From an optimization exercise on the open Yosys and OpenROAD flow, aimed at a short achievable clock period and few clock cycles; shortcuts taken in it are not production practice.
In this exercise RTL edits were held to simulation tests only and were not proved equivalent to the original.
No activity file was given, so power comes from the tool's default toggle rates.

<file path="flow/run.sh">
#!/bin/bash
# synth_recipe.tcl (not shown) runs the flow's synth.tcl, then flattens the netlist and writes it again
# the make line also repeats each setting of config.mk as NAME=value (left out here)
make -C /OpenROAD-flow-scripts/flow DESIGN_CONFIG=/design/flow/config.mk WORK_HOME=/design/flow/orfs CLKGATE_MAP_FILE= SYNTH_SCRIPT=/design/flow/synth_recipe.tcl finish
</file>
<file path="flow/config.mk">
export PLATFORM = sky130hd
export DESIGN_NAME = TopLevelPipe
export DESIGN_NICKNAME = TopLevelPipe
export VERILOG_FILES = /design/flow/design.v
export SDC_FILE = /design/flow/constraint.sdc
export NUM_CORES = 4
export LEC_CHECK = 0
export CAP_MARGIN = 20
export CORE_MARGIN = 2
export CORE_UTILIZATION = 40
export SLEW_MARGIN = 20
</file>
<file path="flow/constraint.sdc">
create_clock -name core_clock -period 10.0 [get_ports {clk}]
set_input_delay 2.0000 -clock core_clock [delete_from_list [all_inputs] [get_ports {clk}]]
set_output_delay 2.0000 -clock core_clock [all_outputs]
set_load 0.01 [all_outputs]
</file>
<file path="flow/design.v">
module SumModule(input [31:0] num1, num2, output signed [31:0] result);
    assign result = num1 + num2;
endmodule
module Mux2to1(input sel, input [31:0] a, b, output[31:0] out);
	assign out = (sel == 0) ? a : b;
endmodule
module Mux3to1(input [1:0] sel, input[31:0] a, b, c, output [31:0] out);
	assign out= (sel == 2'b00) ? a:
		    (sel == 2'b01) ? b:
		    (sel == 2'b10) ? c:
			{32{1'b0}};
endmodule
module Mux4to1(input [1:0] sel, input[31:0] a, b, c, d, output [31:0] out);
	assign out= (sel == 2'b00) ? a:
		    (sel == 2'b01) ? b:
		    (sel == 2'b10) ? c:
		    (sel == 2'b11) ? d:
			{32{1'b0}};
endmodule
module DFlipFlop(input clk, en, sclr, d, output reg q);
    always @(posedge clk) begin
        if (sclr)
            q <= 1'b0;
        else if (en)
            q <= d;
    end
endmodule
module Register #(parameter N = 32) (
    input clk, en, sclr,
    input [N-1:0] d,
    output reg [N-1:0] q
);
    always @(posedge clk) begin
        if (sclr)
            q <= {N{1'b0}};
        else if (en)
            q <= d;
    end
endmodule
module RegisterFile(input clk, we, input [4:0] A1, A2, A3, input[31:0] WD3, output[31:0] RD1, RD2);
	reg[31:0] regFile [1:31];
	assign RD1 = (A1 == 5'd0) ? 32'b0 : (we && A3 == A1) ? WD3 : regFile[A1];
	assign RD2 = (A2 == 5'd0) ? 32'b0 : (we && A3 == A2) ? WD3 : regFile[A2];
	always@(posedge clk)begin 
		if(we == 1 && A3 != 5'b0)
			regFile[A3] <= WD3;
	end
endmodule
module ArithmeticLogicUnit (input signed [31:0] operandA, operandB, input [2:0] controlSignal, output reg [31:0] result, output zeroFlag);
    always @(operandA, operandB, controlSignal) begin
        case (controlSignal)
            3'b000:  result = operandA + operandB;
            3'b001:  result = operandA - operandB;
            3'b010:  result = operandA & operandB;
            3'b011:  result = operandA | operandB;
            3'b100:  result = operandA ^ operandB;
            3'b101:  result = operandA < operandB ? 1'b1 : 1'b0;
            3'b110:  result = $unsigned(operandA) < $unsigned(operandB) ? 1'b1 : 1'b0;
            default: result = {32{1'b0}};
        endcase
    end
    assign zeroFlag = ~|result;
endmodule
module ImmediateExtend(input [2:0] immSelect, input [31:7] instructionPart, output reg [31:0] extendedImmediate);
    always @(immSelect, instructionPart) begin 
        case(immSelect)
            3'b000: extendedImmediate = {{20{instructionPart[31]}}, instructionPart[31:20]};
            3'b001: extendedImmediate = {{20{instructionPart[31]}}, instructionPart[31:25], instructionPart[11:7]};
            3'b010: extendedImmediate = {{12{instructionPart[31]}}, instructionPart[31], instructionPart[19:12], instructionPart[20], instructionPart[30:21], 1'b0};
            3'b011: extendedImmediate = {{19{instructionPart[31]}}, instructionPart[31], instructionPart[7], instructionPart[30:25], instructionPart[11:8], 1'b0};
            3'b100: extendedImmediate = {instructionPart[31:12], {12{1'b0}}};
            default: extendedImmediate = {32{1'b0}};
        endcase
    end
endmodule
module ControlUnit(input [2:0] function3, input [6:0] function7, opcode, output reg memWrite, aluSrc, regWrite, jump, branch, jalr, output reg [1:0] resultSrc, output reg [2:0] aluControl, immSrc);
    wire [9:0] functionn;
    assign functionn = {function7, function3};
    always @(function3, function7, opcode) begin
        {memWrite, aluSrc, regWrite, jump, branch, jalr, resultSrc, aluControl, immSrc} = 14'b00000000000000;
        case (opcode)
            7'b0110011: begin
                regWrite = 1'b1;
                case (functionn)
                    10'b0000000000: aluControl = 3'b000;
                    10'b0100000000: aluControl = 3'b001;
                    10'b0000000111: aluControl = 3'b010;
                    10'b0000000110: aluControl = 3'b011;
                    10'b0000000010: aluControl = 3'b101;
                    10'b0000000011: aluControl = 3'b110;
                endcase
            end
            7'b0000011: {regWrite, resultSrc, aluSrc} = 4'b1011;
            7'b0010011: begin
                {aluSrc, regWrite} = 2'b11;
                case (function3)
                    3'b100: aluControl = 3'b100;
                    3'b110: aluControl = 3'b011;
                    3'b010: aluControl = 3'b101;
                    3'b011: aluControl = 3'b110;
                endcase
            end
            7'b1100111: {jalr, aluSrc, resultSrc, regWrite} = 5'b11101;
            7'b0100011: {immSrc, aluSrc, memWrite} = 5'b00111;
            7'b1101111: {resultSrc, immSrc, regWrite, jump} = 7'b1001011;
            7'b1100011: begin
                {branch, immSrc} = 4'b1011;
                case (function3)
                    3'b000: aluControl = 3'b001;
                    3'b001: aluControl = 3'b001;
                    3'b100: aluControl = 3'b101;
                    3'b101: aluControl = 3'b101;
                endcase
            end
            7'b0110111: {resultSrc, immSrc, regWrite} = 6'b111001;
        endcase
    end
endmodule
module ControlDecoder(input jalrFlag, jumpFlag, branchFlag, zeroFlag, aluResultFlag, input [2:0] funcCode, output [1:0] pcSource);
    assign pcSource = (jalrFlag) ? 2'b10 :
        ((jumpFlag) ||
        (branchFlag && funcCode == 3'b000 && zeroFlag) ||  
        (branchFlag && funcCode == 3'b001 && ~zeroFlag) ||  
        (branchFlag && funcCode == 3'b100 && aluResultFlag) ||  
        (branchFlag && funcCode == 3'b101 && ~aluResultFlag)) ? 2'b01 :  
        2'b00;
endmodule
module HazardUnit(
    input RegWriteM, RegWriteW,
    input [1:0] ResultSrcE, PCSrcE, ResultSrcM, ResultSrcW,
    input [4:0] Rs1D, Rs2D, Rs1E, Rs2E, RdE, RdM, RdW,
    output StallF, StallD, FlushD, FlushE,
    output [1:0] ForwardAE, ForwardBE
);
    wire loadStall;
    assign ForwardAE = ((Rs1E == RdM && RegWriteM) && Rs1E != 0) ? 2'b10 :
                      (((Rs1E == RdW && RegWriteW) && Rs1E != 0) || (Rs1E == RdW && ResultSrcW == 2'b11 && Rs1E != 0)) ? 2'b01 :
                      (Rs1E == RdM && ResultSrcM == 2'b11 && Rs1E != 0) ? 2'b11 :
                      2'b00;
    assign ForwardBE = ((Rs2E == RdM && RegWriteM) && Rs2E != 0) ? 2'b10 :
                      (((Rs2E == RdW && RegWriteW) && Rs2E != 0) || (Rs2E == RdW && ResultSrcW == 2'b11 && Rs2E != 0)) ? 2'b01 :
                      (Rs2E == RdM && ResultSrcM == 2'b11 && Rs2E != 0) ? 2'b11 :
                      2'b00;
    assign loadStall = ((Rs1D == RdE) || (Rs2D == RdE)) && ResultSrcE == 2'b01;
    assign StallF = loadStall;
    assign StallD = loadStall;
    assign FlushE = loadStall || (PCSrcE == 2'b01) || (PCSrcE == 2'b10);
    assign FlushD = (PCSrcE == 2'b01) || (PCSrcE == 2'b10);
endmodule
module IF_ID_Regs(
    input clk, sclr, en, 
    input [31:0] InstrF, PCF, PCPlus4F, 
    output [31:0] InstrD, PCD, PCPlus4D
);
    Register R1(clk, en, sclr, InstrF, InstrD);
    Register R2(clk, en, sclr, PCF, PCD);
    Register R3(clk, en, sclr, PCPlus4F, PCPlus4D);
endmodule
module ID_EX_Regs(
    input clk, sclr, RegWriteD, MemWriteD, ALUSrcD, JumpD, BranchD, JalrD, 
    input [1:0] ResultSrcD, 
    input [2:0] ALUControlD, func3D, 
    input [4:0] Rs1D, Rs2D, RdD, 
    input [31:0] PCD, ExtImmD, PCPlus4D, RD1D, RD2D, 
    output RegWriteE, MemWriteE, ALUSrcE, JumpE, BranchE, JalrE, 
    output [1:0] ResultSrcE, 
    output [2:0] ALUControlE, func3E, 
    output [4:0] Rs1E, Rs2E, RdE, 
    output [31:0] PCE, ExtImmE, PCPlus4E, RD1E, RD2E
);
    DFlipFlop D1(clk, 1'b1, sclr, RegWriteD, RegWriteE);
    DFlipFlop D2(clk, 1'b1, sclr, MemWriteD, MemWriteE);
    DFlipFlop D3(clk, 1'b1, sclr, JumpD, JumpE);
    DFlipFlop D4(clk, 1'b1, sclr, ALUSrcD, ALUSrcE);
    DFlipFlop D5(clk, 1'b1, sclr, BranchD, BranchE);
    DFlipFlop D6(clk, 1'b1, sclr, JalrD, JalrE);
    Register #(2) R4 (clk, 1'b1, sclr, ResultSrcD, ResultSrcE);
    Register #(3) R5 (clk, 1'b1, sclr, ALUControlD, ALUControlE);
    Register #(3) R6 (clk, 1'b1, sclr, func3D, func3E);
    Register #(5) R7 (clk, 1'b1, sclr, Rs1D, Rs1E);
    Register #(5) R8 (clk, 1'b1, sclr, Rs2D, Rs2E);
    Register #(5) R9 (clk, 1'b1, sclr, RdD, RdE);
    Register R10 (clk, 1'b1, sclr, PCD, PCE);
    Register R11(clk, 1'b1, sclr, ExtImmD, ExtImmE);
    Register R12(clk, 1'b1, sclr, PCPlus4D, PCPlus4E);
    Register R13(clk, 1'b1, sclr, RD1D, RD1E);
    Register R14(clk, 1'b1, sclr, RD2D, RD2E);
endmodule
module EX_Mem_Regs(
    input clk, rst, RegWriteE, MemWriteE, 
    input [1:0] ResultSrcE, 
    input [4:0] RdE, 
    input [31:0] ALUResultE, WriteDataE, ExtImmE, PCPlus4E, 
    output RegWriteM, MemWriteM, 
    output [1:0] ResultSrcM, 
    output [4:0] RdM, 
    output [31:0] ALUResultM, WriteDataM, ExtImmM, PCPlus4M
);
    DFlipFlop D7(clk, 1'b1, rst, RegWriteE, RegWriteM);
    DFlipFlop D8(clk, 1'b1, rst, MemWriteE, MemWriteM);
    Register #(2) R15 (clk, 1'b1, rst, ResultSrcE, ResultSrcM);
    Register #(5) R16 (clk, 1'b1, rst, RdE, RdM);
    Register R17 (clk, 1'b1, 1'b0, ALUResultE, ALUResultM);
    Register R18 (clk, 1'b1, 1'b0, WriteDataE, WriteDataM);
    Register R19 (clk, 1'b1, 1'b0, ExtImmE, ExtImmM);
    Register R20 (clk, 1'b1, 1'b0, PCPlus4E, PCPlus4M);
endmodule
module Mem_WB_Regs(
    input clk, rst, RegWriteM, 
    input [1:0] ResultSrcM, 
    input [4:0] RdM, 
    input [31:0] ALUResultM, ReadDataM, ExtImmM, PCPlus4M, 
    output RegWriteW, 
    output [1:0] ResultSrcW, 
    output [4:0] RdW, 
    output [31:0] ALUResultW, ReadDataW, ExtImmW, PCPlus4W
);
    DFlipFlop D9(clk, 1'b1, rst, RegWriteM, RegWriteW);
    Register #(2) R21 (clk, 1'b1, rst, ResultSrcM, ResultSrcW);
    Register #(5) R22 (clk, 1'b1, rst, RdM, RdW);
    Register R23 (clk, 1'b1, 1'b0, ALUResultM, ALUResultW);
    Register R24 (clk, 1'b1, 1'b0, ReadDataM, ReadDataW);
    Register R25 (clk, 1'b1, 1'b0, ExtImmM, ExtImmW);
    Register R26 (clk, 1'b1, 1'b0, PCPlus4M, PCPlus4W);
endmodule
module DataPath (
    input clk, rst, MemWriteD, ALUSrcD, RegWriteD, JumpD, BranchD, JalrD, StallF, StallD, FlushD, FlushE, 
    input [1:0] ResultSrcD, ForwardAE, ForwardBE, PCSrcE, 
    input [2:0] ALUControlD, ImmSrcD, 
    output BranchE, JumpE, JalrE, ZeroE, ALUResult0, RegWriteM, RegWriteW, 
    output [1:0] ResultSrcE,  
    output [2:0] func3D, func3E, 
    output [6:0] func7, op, 
    output [4:0] Rs1D, Rs2D, Rs1E, Rs2E, RdE, RdM, RdW, 
    output [1:0] ResultSrcM, ResultSrcW,
    output [31:0] imem_addr, input [31:0] imem_rdata,
    output [31:0] dmem_addr, output [31:0] dmem_wdata, output dmem_we, input [31:0] dmem_rdata
);
    wire [31:0] PCPlus4F, PCTargetE, ALUResultE, PCF_, PCF, InstrF, InstrD, ResultW, RD1D, RD2D, ExtImmD, SrcAE, ALUResultM, RD1E, RD2E,
        WriteDataE, ExtImmE, SrcBE, PCE, WriteDataM, ReadDataM, ALUResultW, ReadDataW, PCPlus4W, ExtImmW, PCD, PCPlus4D, PCPlus4E, ExtImmM, PCPlus4M;
    wire [4:0] RdD;
    wire [2:0] ALUControlE;
    wire [31:0] ResultM;
    wire MemWriteM, RegWriteE, MemWriteE, ALUSrcE;
    assign ALUResult0 = ALUResultE[0];
    assign Rs1D = InstrD[19:15];
    assign Rs2D = InstrD[24:20];
    assign RdD = InstrD[11:7];
    assign func3D = InstrD[14:12];
    assign func7 = InstrD[31:25];
    assign op = InstrD[6:0];
    Mux3to1 PCMux(PCSrcE, PCPlus4F, PCTargetE, ALUResultE, PCF_);
    Register PCReg(clk, ~StallF, rst, PCF_, PCF);
    assign imem_addr = PCF;
    assign InstrF = imem_rdata;
    SumModule PCAdd4(PCF, 4, PCPlus4F);
    IF_ID_Regs IF_ID_Reg(clk, FlushD | rst, ~StallD, InstrF, PCF, PCPlus4F, InstrD, PCD, PCPlus4D);
    RegisterFile RegFile(clk, RegWriteW, InstrD[19:15], InstrD[24:20], RdW, ResultW, RD1D, RD2D);
    ImmediateExtend Extend(ImmSrcD, InstrD[31:7], ExtImmD);
    ID_EX_Regs ID_EX_Reg(clk, FlushE | rst, RegWriteD, MemWriteD, ALUSrcD, JumpD, BranchD, JalrD, ResultSrcD, ALUControlD, 
        func3D, Rs1D, Rs2D, RdD, PCD, ExtImmD, PCPlus4D, RD1D, RD2D, RegWriteE, MemWriteE, ALUSrcE, JumpE, BranchE, JalrE, 
        ResultSrcE, ALUControlE, func3E, Rs1E, Rs2E, RdE, PCE, ExtImmE, PCPlus4E, RD1E, RD2E);
    Mux4to1 ForwardAMux(ForwardAE, RD1E, ResultW, ResultM, ExtImmE, SrcAE);
    Mux4to1 ForwardBMux(ForwardBE, RD2E, ResultW, ResultM, ExtImmE, WriteDataE);
    Mux2to1 ALUSrcBMux(ALUSrcE, WriteDataE, ExtImmE, SrcBE);
    SumModule PCImmAdd(PCE, ExtImmE, PCTargetE);
    ArithmeticLogicUnit ALU(SrcAE, SrcBE, ALUControlE, ALUResultE, ZeroE);
    EX_Mem_Regs EX_Mem_Reg(clk, rst, RegWriteE, MemWriteE, ResultSrcE, RdE, ALUResultE, WriteDataE, ExtImmE, 
        PCPlus4E, RegWriteM, MemWriteM, ResultSrcM, RdM, ALUResultM, WriteDataM, ExtImmM, PCPlus4M);
    assign dmem_addr = ALUResultM;
    assign dmem_wdata = WriteDataM;
    assign dmem_we = MemWriteM;
    assign ReadDataM = dmem_rdata;
    assign ResultM = ResultSrcM[1] ? (ResultSrcM[0] ? ExtImmM : PCPlus4M) : ALUResultM;
    Mem_WB_Regs Mem_WB_Reg(clk, rst, RegWriteM, ResultSrcM, RdM, ALUResultM, ReadDataM, ExtImmM, PCPlus4M, 
        RegWriteW, ResultSrcW, RdW, ALUResultW, ReadDataW, ExtImmW, PCPlus4W);
    Mux4to1 ResultSrcMux(ResultSrcW, ALUResultW, ReadDataW, PCPlus4W, ExtImmW, ResultW);
endmodule
module TopLevelPipe(input clk, rst,
	output [31:0] imem_addr, input [31:0] imem_rdata,
	output [31:0] dmem_addr, output [31:0] dmem_wdata, output dmem_we, input [31:0] dmem_rdata);
	wire MemWriteD, ALUSrcD, RegWriteD, JumpD, BranchD, JalrD, RegWriteM, RegWriteW, JalrE, JumpE, BranchE, ZeroE, ALUResult0, StallF, StallD, FlushD, FlushE;
	wire[1:0] ResultSrcD, ResultSrcE, PCSrcE, ForwardAE, ForwardBE, ResultSrcM, ResultSrcW;
	wire[2:0] func3D, func3E, ALUControlD, ImmSrcD;
	wire[4:0] Rs1D, Rs2D, Rs1E, Rs2E, RdE, RdM, RdW;
	wire[6:0] func7, op;
	ControlUnit	CTRL(func3D, func7, op, MemWriteD, ALUSrcD, RegWriteD, JumpD, BranchD, JalrD, ResultSrcD, ALUControlD, ImmSrcD);
	HazardUnit	HU(RegWriteM, RegWriteW, ResultSrcE, PCSrcE, ResultSrcM, ResultSrcW, Rs1D, Rs2D, Rs1E, Rs2E, RdE, RdM, RdW, StallF, StallD, FlushD, FlushE, ForwardAE, ForwardBE);
	ControlDecoder		DC(JalrE, JumpE, BranchE, ZeroE, ALUResult0, func3E, PCSrcE);
	DataPath	DP(clk, rst, MemWriteD, ALUSrcD, RegWriteD, JumpD, BranchD, JalrD, StallF, StallD, FlushD, FlushE, 
		ResultSrcD, ForwardAE, ForwardBE, PCSrcE, ALUControlD, ImmSrcD, BranchE, JumpE, JalrE, ZeroE, ALUResult0, RegWriteM, RegWriteW, 
		ResultSrcE, func3D, func3E, func7, op, Rs1D, Rs2D, Rs1E, Rs2E, RdE, RdM, RdW, ResultSrcM, ResultSrcW,
		imem_addr, imem_rdata, dmem_addr, dmem_wdata, dmem_we, dmem_rdata);
endmodule
</file>
==> impl_metrics.yaml <==
job:
  cap_violations: 0
yosys:
  synth-compound-area-share: 0.0836
  synth-edff-count: 992
  async_flop_share: 0
  synth_area_per_cell_sq_um: 14.1
  muxShareOfSynthArea: 0.217
  ys_types: 89
  synth_area_sq_mm: 0.0736
  synth_seq_area_share: 0.564
  synth-simple-area-share: 0.0706
  synth_top_family_by_area: "multiplexers"
  synth_fa_ha_area_frac: 0.0255
  synth-xor-area-share: 0.0124
  synth_top_area_cell: "edfxtp_1"
  ys_ff_latch: 1578
  ys_warn_count: 9
  synthTopCellsByArea: "edfxtp_1, mux4_2, dfxtp_1, mux2i_1, ha_1"
  synth_nets: 5430
  synth_commonest_cells: "edfxtp_1, mux4_2, dfxtp_1, nor2_1, a21oi_1"
  synth_top_area_share: 0.405
  postSynthCellCount: 5216
  ys.flop_type: "edfxtp_1"
  synth.most_common_cell: "edfxtp_1"
power:
  p_seq_frac: 0.481
  power.density_mw_per_mm2: 187
  swShare: 0.267
  p_leak_uw: 0.0281
  comb_power_share: 0.128
  switchingPower_uw: 4170
  p_int_uw: 11400
  power.share.clock: 0.391
  peakVddDrop_v: 0.000170
placement:
  gp_congestion: 0.969
  io_buffers: 162
  dp_cells: 7597
  preCtsSetupSlack_ns: 1.42
  post-dp-hpwl_microns: 156000
setup_path:
  reg2reg_depth: 23
  startpoint: "DP.Mem_WB_Reg.R22.q[4]$_SDFF_PP0_"
  cp.required_ns: 10.66
  end_kind: "flip-flop"
  cp-endpoint: "DP.ID_EX_Reg.R14.q[16]$_SDFF_PP0_"
  r2r_start: "DP.Mem_WB_Reg.R22.q[4]$_SDFF_PP0_"
  crit_fanout: 32
  start_kind: "flip-flop"
  crit_type: "flip-flop to flip-flop"
  rrSetupSlack_ns: 1.22
  worstPathArrival_ns: 9.45
  r2r-end: "DP.ID_EX_Reg.R14.q[16]$_SDFF_PP0_"
min_path:
  hold_depth: 0
  hold_class: "flip-flop to flip-flop"
timing:
  hold_viol: 0
  slew_headroom: 0.219
  clock_skew_ns: 0.0393
  min_period_over_period: 0.878
  max_freq_mhz: 114
  fin_crit_ns: 8.78
  worstMarginPinSlew_ns: 1.17
  setup_viol: 0
  fin_setup_tns_ns: 0
  fin_ws_ns: 1.22
  rsz0062_at_grt: "false"
  slew_viol_final: 0
final_layout:
  final_net_count: 5512
  final-seq-area_sq_mm: 0.0416
  layout.cells.non_filler: 7902
  area_delta_synth_final_pct: 13.4
  drive_above_1_share: 0.207
  nFillCells: 16011
  multiInputGateArea_sq_mm: 0.0304
drt:
  vias: 48000
  drc: 0
  ant_nets: 0
  wl_per_cell_microns: 30.5
  dr.pass1.iters: 8
  drt_iter0_drc: 5089
  finalWirelength_microns: 241000
  vias_per_cell: 6.07
floorplanning:
  die_h_microns: 433
  die-area_sq_mm: 0.188
  initial_utilization: 0.403
  core_region_area_sq_mm: 0.183
  rows: 157
  die_x_microns: 433
  io_pins: 163
global_route:
  grt_pass1_vias: 47349
  grt_overflow: 0
  grt_pass1_wl_microns: 344000
  grt_max_degree: 96
  antenna_found_initial: 8
  grtUsageTotal: 0.255
status:
  outcome: "timing/DRC/antenna clean"
cts:
  cts_tree: "yes"
  clk_pin_slew_ns: 0.07
  post_cts_resized: 0
  cts_buffer_depth: 3
  postCtsSetupBuffers: 0
  cts_hold_buf: 0
  cts_root_buf: "clkbuf_16"
  cts_buffers: 163
  clock_sinks: 1578
  clk_latency_ns: 0.84
  htreeDepth: 4
[flip-flops by register name (all words and copies together) (netlist names), 30 cells and up]
| register | flops |
|---|---|
| DP.IF_ID_Reg.R3.q | 32 |
| DP.ID_EX_Reg.R13.q | 32 |
| DP.ID_EX_Reg.R11.q | 32 |
| DP.IF_ID_Reg.R1.q | 32 |
| DP.IF_ID_Reg.R2.q | 30 |
| DP.ID_EX_Reg.R12.q | 30 |
| DP.Mem_WB_Reg.R24.q | 32 |
| DP.EX_Mem_Reg.R17.q | 32 |
| DP.EX_Mem_Reg.R20.q | 32 |
| DP.ID_EX_Reg.R14.q | 32 |
| DP.Mem_WB_Reg.R25.q | 32 |
| DP.RegFile.regFile | 992 |
| DP.ID_EX_Reg.R10.q | 32 |
| DP.EX_Mem_Reg.R19.q | 32 |
| DP.PCReg.q | 32 |
| DP.EX_Mem_Reg.R18.q | 32 |
| DP.Mem_WB_Reg.R23.q | 32 |
| DP.Mem_WB_Reg.R26.q | 32 |
[cells by family after synthesis]
family	count (synthesis)
buf+inv	501
mux	833
simple gates	1116
xor+xnor	104
fa+ha+maj	148
flops	1578
compound gates	936
[metal layers]
| layer | GRT usage | routed length [microns] |
|---|---|---|
| met1 | 0.349 | 99800 |
| met2 | 0.400 | 111000 |
| met3 | 0.0393 | 17300 |
| met4 | 0.122 | 12500 |
| met5 | 0 | 36 |
[power by group through the flow]
| stage | Combinational [uW] | Sequential [uW] | Clock (uW) |
|---|---|---|---|
| 6_report | 2010 | 7500 | 6100 |
| 5_1_grt | 2130 | 7510 | 6420 |
| 4_1_cts | 1980 | 7500 | 6180 |
| 3_5_place_dp | 1980 | 7640 | 0 |
| 3_3_place_gp | 1970 | 7640 | 0 |
| 2_1_floorplan | 1180 | 7530 | 0 |
[layout make-up]
| type | count | share of cell area |
|---|---|---|
| clock buffers | 203 | 0.0520 |
| inverters | 130 | 0.00585 |
| clock inverters | 100 | 0.0118 |
| multi-input cells | 3137 | 0.364 |
| flip-flops and latches | 1578 | 0.498 |
| well taps | 2464 | 0.0369 |
| diodes | 2 | 0.0000600 |
| repair buffers | 288 | 0.0313 |
[stage by stage]
step	instance area (sq um)	total power [uW]	utilization	hold slack [ns]
final	83500	15600	0.456	0.327
after global routing	83500	16100	0.456	0.332
after CTS	83500	15700	0.456	0.327
after detailed placement	78100	9620	0.427	0.314
after global placement	78100	9610	0.427	0.314
after floorplan	73600	8710	-	0.310
[worst min-delay path by stage]
stage / startpoint / endpoint / slack, ns
2_1_floorplan: DP.ID_EX_Reg.R12.q[10]$_SDFF_PP0_ / DP.EX_Mem_Reg.R20.q[10]$_DFF_P_ / 0.31
3_3_place_gp: DP.ID_EX_Reg.R12.q[24]$_SDFF_PP0_ / DP.EX_Mem_Reg.R20.q[24]$_DFF_P_ / 0.31
3_5_place_dp: DP.ID_EX_Reg.R12.q[17]$_SDFF_PP0_ / DP.EX_Mem_Reg.R20.q[17]$_DFF_P_ / 0.31
4_1_cts: DP.ID_EX_Reg.R12.q[30]$_SDFF_PP0_ / DP.EX_Mem_Reg.R20.q[30]$_DFF_P_ / 0.33
5_1_grt: DP.ID_EX_Reg.R12.q[29]$_SDFF_PP0_ / DP.EX_Mem_Reg.R20.q[29]$_DFF_P_ / 0.33
6_report: DP.ID_EX_Reg.R12.q[30]$_SDFF_PP0_ / DP.EX_Mem_Reg.R20.q[30]$_DFF_P_ / 0.33
[cells in the final DEF, fill, tap and decap left out, drive strengths merged, types with 21 or more instances in the layout]
master | synthesis | final
a211oi | 133 | 133
a21o | 31 | 31
mux2 | 21 | 21
o221a | 32 | 32
ha | 145 | 145
dfxtp | 586 | 586
a22oi | 43 | 43
a21oi | 332 | 332
edfxtp | 992 | 992
mux2i | 204 | 204
xnor2 | 62 | 62
mux4 | 608 | 608
nand2 | 266 | 266
clkinv | 0 | 67
buf | 95 | 127
nor3 | 89 | 89
and3 | 21 | 21
o31ai | 23 | 23
clkdlybuf4s50 | 0 | 161
nor2b | 38 | 38
and2 | 99 | 99
xor2 | 42 | 42
nand3 | 52 | 52
inv | 130 | 143
nor2 | 426 | 426
clkbuf | 276 | 203
o21ai | 140 | 140
[critical path, stage by stage, from the launching register on]
cell and delay [ns]:
dfxtp_1 0.63, nand2_1 0.09, a2111oi_0 0.67, nand2_1 0.24, nand2b_1 0.65, o21ai_0 0.55, mux2_2 0.45, ha_1 0.58
nand2_1 0.15, nor4_1 0.51, nor2b_1 0.13, or4_1 0.42, o21ba_2 0.27, o31a_1 0.31, a211oi_1 0.24, buf_4 0.19
nand4b_1 0.10, nor4_1 0.26, nand4b_1 0.27, or4b_4 0.59, and2_1 0.20, nand4_1 0.32, a21o_2 0.62, a211oi_1 0.11
Testbench counts, summed over its fixed seeds: cycles 36,752.

-- re-timing with driven ports --
Ports are ideal in the flow. The routed layout listed here was re-timed in OpenROAD. Step 1 (the two cells are an assumption about what drives the block):
set clk [get_ports {clk}]
set_driving_cell -lib_cell sky130_fd_sc_hd__clkbuf_16 $clk
set_driving_cell -lib_cell sky130_fd_sc_hd__buf_2 [delete_from_list [all_inputs] $clk]
Step 2, shift: input delay + t, output delay - t, t = (earliest + latest rising clock arrival at the registers) / 2. This alone moves slack from input paths to output paths. a / b / c = no drivers / after step 1 / after step 2; a / b = the first two.
shift t [ns]: 0.905
setup WS [ns]: 1.216 / 1.216 / 1.216
hold slack, ns: 0.327 / 0.327 / 0.327
clock arrival spread, ns: 0.040 / 0.040
slew at the worst register clock pin (ns): 0.07 / 0.07
After both steps this run still meets setup and hold. For this run, drivers alone change the setup slack by 0.000 ns; drivers and shift together by 0.000 ns.
